Background: an optimization exercise with open tools, aiming at small area. Do not read the settings as production practice. Only simulation tests tie the RTL to the original design; equivalence was not proved. Power and IR drop assume default switching activity.

==> flow/design.v (outline; a module is shown in full before it is edited, if it fits) <==
// module HalfAdder: 4 lines
// module FullAdder: 4 lines
// module Nor2: 3 lines
// module Nand2: 3 lines
// module Inv: 3 lines
// module Or2: 5 lines
// module SystolicArray: 4616 lines
module SystolicArray #(parameter SIZE = 4, parameter DATA_WIDTH = 8)(
    input [SIZE*DATA_WIDTH-1:0] A,
    input [SIZE*DATA_WIDTH-1:0] B,
    input clk,
    input rst,
    output done,
    output [SIZE*SIZE*2*DATA_WIDTH-1:0] C
);
  // ...
==> flow/flow/run.sh <==
#!/bin/bash
set -o pipefail
export BUFFER_PORTS_ARGS="-buffer_cell sky130_fd_sc_hd__buf_1"
export CTS_ARGS="-sink_clustering_enable -repair_clock_nets -dont_use_dummy_load -buf_list {sky130_fd_sc_hd__clkbuf_8} -sink_clustering_size 16 -sink_clustering_max_diameter 60"
bash standard.sh > standard_flow.log 2>&1
==> flow/standard.sh <==
#!/bin/bash
# synth_recipe.tcl (not shown) runs the flow's synth.tcl, then flattens the netlist and writes it again
# the make line also repeats each setting of config.mk as NAME=value (left out here)
make -C /OpenROAD-flow-scripts/flow DESIGN_CONFIG=/design/flow/config.mk WORK_HOME=/design/flow/orfs CLKGATE_MAP_FILE= SYNTH_SCRIPT=/design/flow/synth_recipe.tcl "${@:-finish}"
==> flow/config.mk <==
export PLATFORM = sky130hd
export DESIGN_NAME = SystolicArray
export DESIGN_NICKNAME = SystolicArray
export VERILOG_FILES = /design/flow/design.v
export SDC_FILE = /design/flow/constraint.sdc
export NUM_CORES = 4
export LEC_CHECK = 0
export ABC_AREA = 1
export CAP_MARGIN = 20
export CORE_MARGIN = 2
export CORE_UTILIZATION = 75
export PLACE_DENSITY = 0.85
export SETUP_SLACK_MARGIN = 0.05
export SLEW_MARGIN = 20
export SYNTH_HIERARCHICAL = 1
==> flow/constraint.sdc <==
create_clock -name core_clock -period 6.0 [get_ports {clk}]
set_input_delay 1.2000 -clock core_clock [delete_from_list [all_inputs] [get_ports {clk}]]
set_output_delay 1.2000 -clock core_clock [all_outputs]
set_load 0.01 [all_outputs]
==> metrics.yaml, run 1 <==
synthesis:
  yosysWarningCount: 7
  synth_compound_area_frac: 0.00166
  syn-cell-area_um2: 48400
  synth_top_area_frac: 0.404
  synth-simple-area-share: 0.128
pwr:
  peakVddDrop_uv: 552
  intPower_w: 0.0176
  pwr-share-comb: 0.630
  clockPowerShare: 0.092
  top_power_group: "combinational logic"
  p_clk_w: 0.00295
  p_total_w: 0.0320
  seq-power_w: 0.00887
  powerDensity_nw_per_um2: 617
setup_path:
  crit_top_cell: "fa_1"
  cp_slowest_stage_delay_ps: 470
grt:
  gr-usage-met1: 0.430
  use_met3: 0.0690
  use_met2: 0.550
  grt_pass1_wl_um: 171000
finish:
  largestClassByArea: "multi-input gates"
  buf_share: 0.0258
  fin_cells: 4953
  final_common_cell: "fa_1"
  num_antenna_cells: 1
  multi_input_area_um2: 28300
  layout_common_cells: "fa_1, nor2_1, dfxtp_1, buf_1, dfrtp_1"
  multi_input_area_share: 0.546
timing:
  worst_pin_slew_ps: 871
clocking:
  cts_setup_buffers: 0
  clock_path_buffers: 3
  cts_tree: "built"
  clk_latency_ps: 700
  clkTransAtPathRegs_ps: 100
outcome:
  outcome: "finished clean"
routing:
  vias: 28700
  met3_length_um: 7900
floorplan:
  die_x_um: 258
==> run 2, diff against run 1 <==
==> flow/flow/run.sh (replaced) <==
#!/bin/bash
set -o pipefail
export BUFFER_PORTS_ARGS="-buffer_cell sky130_fd_sc_hd__buf_1"
export CTS_ARGS="-sink_clustering_enable -repair_clock_nets -dont_use_dummy_load -buf_list {sky130_fd_sc_hd__clkbuf_8} -sink_clustering_size 22 -sink_clustering_max_diameter 50"
bash standard.sh > standard_flow.log 2>&1
--- a/flow/config.mk
+++ b/flow/config.mk
@@ -9,6 +9,6 @@
 export CAP_MARGIN = 20
 export CORE_MARGIN = 2
-export CORE_UTILIZATION = 75
-export PLACE_DENSITY = 0.85
+export CORE_UTILIZATION = 55
+export PLACE_DENSITY = 0.7
 export SETUP_SLACK_MARGIN = 0.05
 export SLEW_MARGIN = 20
==> metrics.yaml, run 2 <==
clocking:
  cts-root-buf: "clkbuf_8"
  clk_latency_ps: 770  # +70 ps
  numCtsBuffers: 90
  cts_setup_buffers: 0  # unchanged
  cts_tree: "built"
  ctsResizeCount: 0
  htreeDepth: 3
  clkTransAtPathRegs_ps: 120  # +20 ps
  clock_path_buffers: 3  # unchanged
  postCtsHoldBufs: 0
  clkSinkCount: 906
floorplan:
  die_x_um: 301  # +17%
  die-area_um2: 90300
  ios: 323
  die_h_um: 301
  rows: 108
  start_util: 0.557
  core_um2: 86900
timing:
  slew_viol_final: 0
  max_freq_mhz: 177
  period_needed_ps: 5660
  worst_pin_slew_ps: 850  # -20.9 ps
  fin_skew_ps: 91.3
  setup_tns_ps: 0
  hold_ws_ps: 255
  finalHoldViolCount: 0
  setup_slack_ps: 344
  finalSetupViolCount: 0
  rsz0062_at_grt: "no"
  post-route-period-util: 0.943
  relSlewSlack: 0.434
grt:
  grt_pass1_vias: 30900
  track_usage: 0.240
  grt_max_degree: 122
  grt_pass1_wl_um: 167000  # -2.6%
  grt-ovfl-total: 0
  antenna_found_initial: 1
outcome:
  outcome: "finished clean"
finish:
  n_fill_cell: 6904
  final_area_um2: 52400
  syn_to_final_growth_pct: 8.35
  final_layout_size_suffix_gt1_frac: 0.0474
  final_common_cell: "fa_1"
  layout_common_cells: "fa_1, nor2_1, dfxtp_1, buf_1, dfrtp_1"
  nNetsFinal: 5338
routing:
  wl_per_cell_um: 19.3
  wl_met2_um: 49900
  via_per_inst: 5.20
  ant_nets: 0
  met3_length_um: 6410  # -19%
  drc: 0
  wl_met1_um: 40900
  drt_wl_total_um: 102000
  highest-signal-layer: "met4"
  dr.pass1.iters: 5
  vias: 27500  # -4.5%
  drt_iter0_drc: 1297
setup_path:
  end_kind: "flop"
  critical_path_arrival_ps: 6200
  r2r-start: "T[9]"
  cp_slowest_stage_delay_ps: 450  # -20 ps
  cp-startpoint: "T[9]"
  rr_worst_depth: 15
  crit_top_cell: "fa_1"
  r2r_setup_slack_ps: 340
  crit_path_max_fanout: 23
  r2r_end: "pe22_acc[11]"
  critPathRequiredTime_ps: 6540
  path_class: "reg -> reg"
  crit_chain: "buf_4, nand2_1, nor2_1, ha_1, fa_1, fa_1, fa_1, fa_1, fa_1, fa_1, fa_1, fa_1, fa_1, ha_1, xor2_1"
  slowest_stage: "fa_1"
  worst_setup_path_start_kind: "flop"
synthesis:
  synth_common_cells: "fa_1, nor2_1, dfxtp_1, dfrtp_1, nand2_1"
  synth_top_area_frac: 0.404  # unchanged
  yosys.area.top_type: "fa_1"
  async_flop_share: 0.294
  syn-cell-area_um2: 48400  # unchanged
  synth_cells: 3691
  yosysSeqAreaShare: 0.403
  synth_edf_count: 0
  yosysWarningCount: 7  # unchanged
  synth.distinct_cells: 19
  synth_most_common_cell: "fa_1"
  syn_nets: 4909
  yosys-top-cells-area: "fa_1, dfxtp_1, dfrtp_1, nor2_1, ha_1"
  synth_area_per_cell_um2: 13.1
  ys_ff_latch: 906
  ys.flop_type: "dfxtp_1"
place:
  place_worst_setup_slack_ps: 359
  portBuffers: 322
  dp_hpwl_um: 81100
  placed_area_um2: 51200
  gp_congestion: 0.892
hold_path:
  hp-start: "bd1[8]"
  whs_path_depth: 0
  hp-class: "reg -> reg"
  hold_end: "bd1[16]"
pwr:
  p_leak_nw: 23.2
  powerDensity_nw_per_um2: 598  # -3.2%
  peakVddDrop_uv: 629  # +14%
  p_total_w: 0.0313  # -2.1%
flow_run:
  maxCapViolCount: 0
run 2: metrics by stage:
step                       util  cells
after floorplan               -   3691
after global placement    0.589   5183
after detailed placement  0.589   5183
after CTS                 0.603   5273
after global routing      0.603   5274
final                     0.603   5274
run 2: cell families (layout without fill, tap and decap cells):
| group | Yosys count | count (layout) | synth area share |
|---|---|---|---|
| simple gates | 1424 | 1424 | 0.128 |
| fa+ha+maj | 1152 | 1152 | 0.450 |
| flops | 906 | 906 | 0.403 |
| buf+inv | 160 | 587 | 0.0124 |
| xor+xnor | 32 | 32 | 0.00580 |
| compound gates | 16 | 16 | 0.00166 |
| other cells | 1 | 2 | 0.0000775 |
run 2: worst max-delay path by stage:
stage | endpoint | slack (ps) | depth (start not counted)
floorplan | pe03_acc[11] | 100 | 14
global placement | pe22_acc[13] | 510 | 17
detailed placement | pe22_acc[13] | 360 | 17
CTS | pe22_acc[11] | 320 | 15
global route | pe22_acc[11] | 110 | 15
finish | pe22_acc[11] | 340 | 15
run 2: Yosys stat by module, one instance, submodules excluded:
module,area (um^2),flops+latches,cells inside
Nor2,3.75,0,1
Nand2,3.75,0,1
FullAdder,20.0,0,1
SystolicArray,23500,906,1643
HalfAdder,12.5,0,1
run 2: critical path: cells and delay by family (launching register included):
family	cells	cell delay, ps
XOR/XNOR	1	170
adder cells (fa/ha/maj)	11	4120
buffers and inverters	1	300
flip-flops	1	340
AND/OR/NAND/NOR	2	540
run 2: layout make-up:
class	instances	area, um^2	share of cell area
Timing Repair Buffer	337	1350	0.0258
Sequential cell	906	19500	0.372
Multi-Input combinational cell	2625	28300	0.540
Antenna cell	1	2.50	0.0000478
Inverter	160	601	0.0115
Clock buffer	90	1240	0.0236
Tap cell	1155	1450	0.0276
run 2: power breakdown:
group	total [W]	leakage [nW]	internal [W]	switching, W
clock	0.00323	0.647	0.00133	0.00190
sequential	0.00884	8.50	0.00768	0.00116
combinational	0.0192	14.0	0.00858	0.0107
total	0.0313	23.2	0.0176	0.0137
run 2: metal layers:
metal  global-route usage  up-vias
met5                    0        -
met3               0.0532      212
met2                0.391      813
met4               0.0988        0
li1                     -    12100
met1                0.315    14300

-- static timing again, ports no longer ideal --
How much do the figures lean on ideal ports? The routed layouts below were timed once more, with nothing changed but the port constraints. Step 1, drivers: a clkbuf_16 drives clk and a buf_2 each remaining input, both assumed. Step 2, shift: input delay + t, output delay - t, t = (earliest + latest rising clock arrival at the registers) / 2. This alone moves slack from input paths to output paths. Three values: ideal, step 1, step 2; two values: the first two.
| run | t, ns | setup WS [ns] | worst setup path at the end | clock arrival spread, ns |
|---|---|---|---|---|
| run 1 | 0.708 | 0.426 / 0.426 / 0.426 | register to register | 0.105 / 0.105 |
| run 2 | 0.769 | 0.344 / 0.344 / 0.344 | register to register | 0.127 / 0.128 |
After both steps every run listed still meets setup and hold.
